This is an optimization exercise on Yosys and OpenROAD, whose aim is small area, a short achievable clock period and few clock cycles per item, not a production implementation. Function was checked by simulation only, so behaviour that the tests miss may differ from the original. Power figures rest on the tool's default switching activity, not on a simulated workload.

## flow/config.mk

```make
export PLATFORM = sky130hd
export DESIGN_NAME = systolic_pq
export DESIGN_NICKNAME = systolic_pq
export VERILOG_FILES = /design/flow/design.v
export SDC_FILE = /design/flow/constraint.sdc
export NUM_CORES = 4
export LEC_CHECK = 0
export CAP_MARGIN = 20
export CORE_MARGIN = 2
export CORE_UTILIZATION = 40
export PLACE_DENSITY = 0.6
export SLEW_MARGIN = 20
```

## flow/design.v

```verilog
module systolic_pq #(parameter KW=16, VW=16, N=16) (
  input logic clk, rst, ivalid,
  input logic [KW+VW-1:0] idata,
  output logic irdy,
  output logic ovalid,
  output logic [KW+VW-1:0] odata,
  input logic ordy
  );
  localparam int W = KW + VW;
  logic [W-1:0] e [0:N-1];    
  logic [N-1:0] v;            
  logic [N:0]   gt;           
  assign odata  = e[0];
  assign ovalid = v[0];
  assign irdy   = !v[N-1];
  logic ins, ext;
  assign ins = ivalid && irdy;
  assign ext = ordy && ovalid;
  genvar i;
  generate
    for (i = 0; i < N; i = i + 1) begin : G_CMP
      assign gt[i] = !v[i] || (e[i][W-1:VW] > idata[W-1:VW]);
    end
  endgenerate
  assign gt[N] = 1'b1;
  generate
    for (i = 0; i < N; i = i + 1) begin : G_ENT
      logic [W-1:0] lo, hi;    
      logic gtl;               
      if (i == 0) begin : G_FIRST
        assign lo = idata;
        assign gtl = 1'b0;
      end else begin : G_MID
        assign lo = e[i-1];
        assign gtl = gt[i-1];
      end
      if (i == N-1) begin : G_LAST
        assign hi = e[i];
      end else begin : G_UP
        assign hi = e[i+1];
      end
      always_ff @(posedge clk) begin
        if (ins && ext) begin
          if (!gt[i+1])               e[i] <= hi;
          else if (i == 0 || !gt[i])  e[i] <= idata;
        end else if (ins) begin
          if (gt[i]) e[i] <= gtl ? lo : idata;
        end else if (ext) begin
          e[i] <= hi;
        end
      end
    end
  endgenerate
  always_ff @(posedge clk) begin
    if (rst)
      v <= '0;
    else if (ins && !ext)
      v <= {v[N-2:0], 1'b1};
    else if (ext && !ins)
      v <= {1'b0, v[N-1:1]};
  end
endmodule
```

## flow/constraint.sdc

```tcl
create_clock -name core_clock -period 4.5 [get_ports {clk}]
set_input_delay 0.9000 -clock core_clock [delete_from_list [all_inputs] [get_ports {clk}]]
set_output_delay 0.9000 -clock core_clock [all_outputs]
set_load 0.01 [all_outputs]
```

## flow/run.sh

```bash
#!/bin/bash
# synth_recipe.tcl (not shown) runs the flow's synth.tcl, then flattens the netlist and writes it again
# the make line also repeats each setting of config.mk as NAME=value (left out here)
make -C /OpenROAD-flow-scripts/flow DESIGN_CONFIG=/design/flow/config.mk WORK_HOME=/design/flow/orfs CLKGATE_MAP_FILE= SYNTH_SCRIPT=/design/flow/synth_recipe.tcl finish
```

==> run summary <==
state kept, by name, indices dropped and copies added, names as in the netlist:
register and count:
v 16, e 512
worst paths after layout:
| check | start | end | slack [ns] | cells past startpoint |
|---|---|---|---|---|
| min reg2reg | e[1][14]$_DFFE_PP_ | e[0][14]$_DFFE_PP_ | 0.57 | 2 |
| max reg2reg | e[1][27]$_DFFE_PP_ | e[2][19]$_DFFE_PP_ | 1.13 | 9 |
| max | idata[28] | e[2][19]$_DFFE_PP_ | 0.50 | 13 |
| min | e[1][14]$_DFFE_PP_ | e[0][14]$_DFFE_PP_ | 0.57 | 2 |
synthesized netlist by cell type (7+ instances only):
master | number | area (sq um)
edfxtp_1 | 512 | 15370
nor2_1 | 493 | 1851
a21oi_1 | 263 | 1316
ha_1 | 259 | 3241
clkbuf_1 | 236 | 885.9
nand2_1 | 206 | 773.2
nor3_1 | 177 | 885.9
mux2i_1 | 146 | 1461
o22ai_1 | 128 | 800.8
o22a_1 | 126 | 1104
o221a_2 | 123 | 1385
nand4_1 | 102 | 638.1
o221ai_1 | 98 | 858.3
buf_2 | 89 | 445.4
a211oi_1 | 85 | 638.1
o211ai_1 | 76 | 570.6
o211a_1 | 66 | 660.6
inv_1 | 64 | 240.2
mux2_2 | 64 | 720.7
o2bb2ai_1 | 61 | 534.3
o21ai_0 | 54 | 270.3
a2bb2oi_1 | 36 | 315.3
a211o_1 | 33 | 289.0
or3_1 | 33 | 206.5
a222oi_1 | 32 | 320.3
and2_1 | 32 | 200.2
a32o_1 | 31 | 310.3
nand3_1 | 30 | 150.1
a21o_1 | 27 | 202.7
and3_1 | 17 | 106.4
dfxtp_1 | 16 | 320.3
nor2b_1 | 15 | 93.84
buf_1 | 12 | 45.04
nand2b_1 | 10 | 62.56
buf_4 | 9 | 67.56
a31oi_1 | 7 | 43.79
nand3b_1 | 7 | 52.55
o21ai_1 | 7 | 35.03
or4_1 | 7 | 52.55
layout by cell type, fill, tap and decap left out, types with 8 or more instances in the layout:
master,n
a21oi_1,261
clkbuf_16,61
o221a_2,123
o21ai_2,8
buf_12,62
o22ai_1,128
and2_1,32
o2bb2ai_1,61
nand4_1,102
o221ai_1,98
nand2b_1,10
mux2i_1,145
nor2_1,486
a21o_1,27
o211ai_1,76
clkinv_1,12
o211a_1,66
a32o_1,31
buf_4,165
a2bb2oi_1,35
a211oi_1,85
a222oi_1,32
clkbuf_1,21
dfxtp_1,15
o22a_1,126
ha_1,257
a211o_1,33
clkdlybuf4s50_1,69
nor2b_1,15
and3_1,17
inv_1,61
nand2_1,203
clkinv_2,10
nor3_1,177
or3_1,33
mux2_2,64
o21ai_0,51
nand3_1,30
edfxtp_1,512
cell type report:
cell class,instances,area [sq um],area share
antenna,2,5.005,0.0001143
clock buffer,86,1660,0.03792
clock inverter,24,161.4,0.003686
inverter,65,247.7,0.005657
multi-input combinational,2937,21270,0.4856
sequential,528,15700,0.3584
tap,1265,1583,0.03614
timing repair buffer,296,3171,0.07240
power groups by stage:
stage,sequential (mW),combinational [mW],clock (mW)
floorplan,7.73,4.38,0
global placement,7.99,5.93,0
detailed placement,8.02,6.06,0
CTS,7.93,6.09,4.82
global route,8.09,6.76,5.01
finish,7.95,6.11,4.77
kinds of logic after synthesis:
logic type | after synthesis
mux | 212
simple gates | 1148
buf+inv | 420
compound gates | 1318
flops | 528
fa+ha+maj | 259
critical path: cells and delay by family:
kind | cells | cell delay, ns
buffers and inverters | 5 | 1.34
AND/OR/NAND/NOR | 2 | 0.64
AO/OA/AOI/OAI | 4 | 1.00
multiplexers | 1 | 0.25
adder cells (fa/ha/maj) | 1 | 0.28
metal layers:
| layer | global-route usage | share of wire | up-vias | wire length, um |
|---|---|---|---|---|
| met3 | 0.02395 | 0.063 | 173 | 7652 |
| met5 | 0 | 0 | - | 0 |
| met1 | 0.3442 | 0.45 | 15990 | 55610 |
| met4 | 0.06949 | 0.025 | 0 | 3091 |
| li1 | - | - | 15570 | - |
| met2 | 0.3896 | 0.46 | 1241 | 55930 |
==> run summary <==
fin crit period 4.003 ns; Mapped Cells 3,885; Iter 0 DRT Violations 3,504; global placer's final weighted congestion 0.8746; Synth Area in XOR/XNOR 0; Final ANT Viol Nets 0; power density cells 430.0 mW/mm^2; antenna violations before repair 1; DR vias 32,970; Slew Limit Headroom 0.4024; grt ovf 0; Post-Synth Simple-Gate Area 0.1358; leakage power 16.41 nW; CTS clk-pin slew, worst paths 0.06 ns; Clock Tree Buf Depth 3; Clock Power Share 0.253; sw frac 0.3448; final max-slew violation count 0; CP max FO 34; TritonRoute pass-1 iters 7; Site Rows 113; dpl cell area 0.04196 sq mm; design area 0.04379 sq mm; Setup WS post-layout 0.4975 ns; first-pass GRT wire length 190,200 um; Hold Vio Cnt, Final 0; clk root buf clkbuf_16; die area 0.09854 sq mm; worst setup path category in -> reg; Async SR Flop Fraction 0; Int Pwr 12.34 mW; Crit. End Element flip-flop; worst min-delay path category reg -> reg; hold-fix buffers at CTS 0; EDFF count, synth 512; setup TNS 0 ns; die extent in x 313.9 um; Final Cycle Share 0.8894; H-Tree Depth 2; IO Pins 70; post-synthesis mux area share 0.05752; Port Buffer Count 69; CP max stage delay 0.51 ns; core area 0.09515 sq mm; post-cts sizing count 0; sequential fraction of the synthesis area 0.4085; Synth Area in Compound Gates 0.2676; measured slew at the worst slew-check pin 0.8936 ns; Post-Syn Nets 4,180; CTS tree done; CP Data Required Time 4.92 ns; gr usage total 0.2418; Setup WS pre-CTS -0.2255 ns; max-cap viol count 0; CP Launch Type primary input; Initial Util 0.4037; number of buffers created by CTS 60; clock skew 0.01959 ns; post-DP HPWL 90,930 um; CTS sink cnt 528; vias per cell 6.336; Logic pwr share 0.325; largest net degree at the start of global routing 142; Syn Area/Cell 9.889 sq um; Synth-to-Final Area Change 13.99%; Clk Latency, worst-skew pair 0.67 ns; # fillers 8,846; Adder-Cell Fraction of Synth Area 0.08435; Post-CTS Setup Inserts 0; vias in the first global route 31,820; WL final 122,300 um; height of the die 313.9 um; WL/cell 23.50 um; non-filler cells, final 5,203; register bit total from synthesis 528; Placed Cells incl. Taps 5,091; Final Net Count 4,183; Net Sw Power 6.493 mW; CP Cell Sequence clkdlybuf4s50_1 -> inv_1 -> buf_4 -> buf_4 -> ha_1 -> nand4_1 -> nor4_1 -> o21ai_0 -> a31oi_4 -> buf_12 -> mux2i_1 -> a21oi_1 -> o221a_2; Synth Cell Area 0.03842 sq mm; unrepaired setup endpoints after global routing no; ys flop type edfxtp_1; synth unique cells 79; drt drc 0; final setup fails 0; warnings from Yosys 2; sequential power share 0.422; status complete, no violations; worst-path cell with the longest stage delay clkdlybuf4s50_1; peak supply drop 326.6 uV; total power 18.83 mW; most used cell along the critical path buf_4; Fmax achieved 249.8 MHz; largest family of logic cells by synthesized area compound AO/OA/AOI/OAI gates; CP arrival 4.42 ns; layout cell share with drive strength beyond 1 0.1392; Fin Hold WS 0.5680 ns; fin util 0.4602
Testbench counts, summed over its fixed seeds: cycles 32,000, ops 32,000.

[re-timing with driven ports]
Ports are ideal in the flow. The routed layout listed here was re-timed in OpenROAD. Step 1 (the two cells are an assumption about what drives the block):
set clk [get_ports {clk}]
set_driving_cell -lib_cell sky130_fd_sc_hd__clkbuf_16 $clk
set_driving_cell -lib_cell sky130_fd_sc_hd__buf_2 [delete_from_list [all_inputs] $clk]
Step 2 adds t to the input delays and takes it off the output delays; t is the mean of the earliest and latest rising clock arrival at the registers after step 1. Input paths then give back, and output paths get back, about the clock's delay inside the block. Slacks: ideal / step 1 / step 2; pairs: ideal / step 1.
shift t [ns]: 0.735
slack for setup (ns): 0.497 / 0.539 / -0.196
worst register clock-pin slew, ns: 0.07 / 0.07
worst data-port slew with drivers (ns): 0.10
Met with ideal ports but missed after step 2: setup timing in this run. The setup slack of this run moves by +0.042 ns with the drivers and by -0.693 ns with both steps.
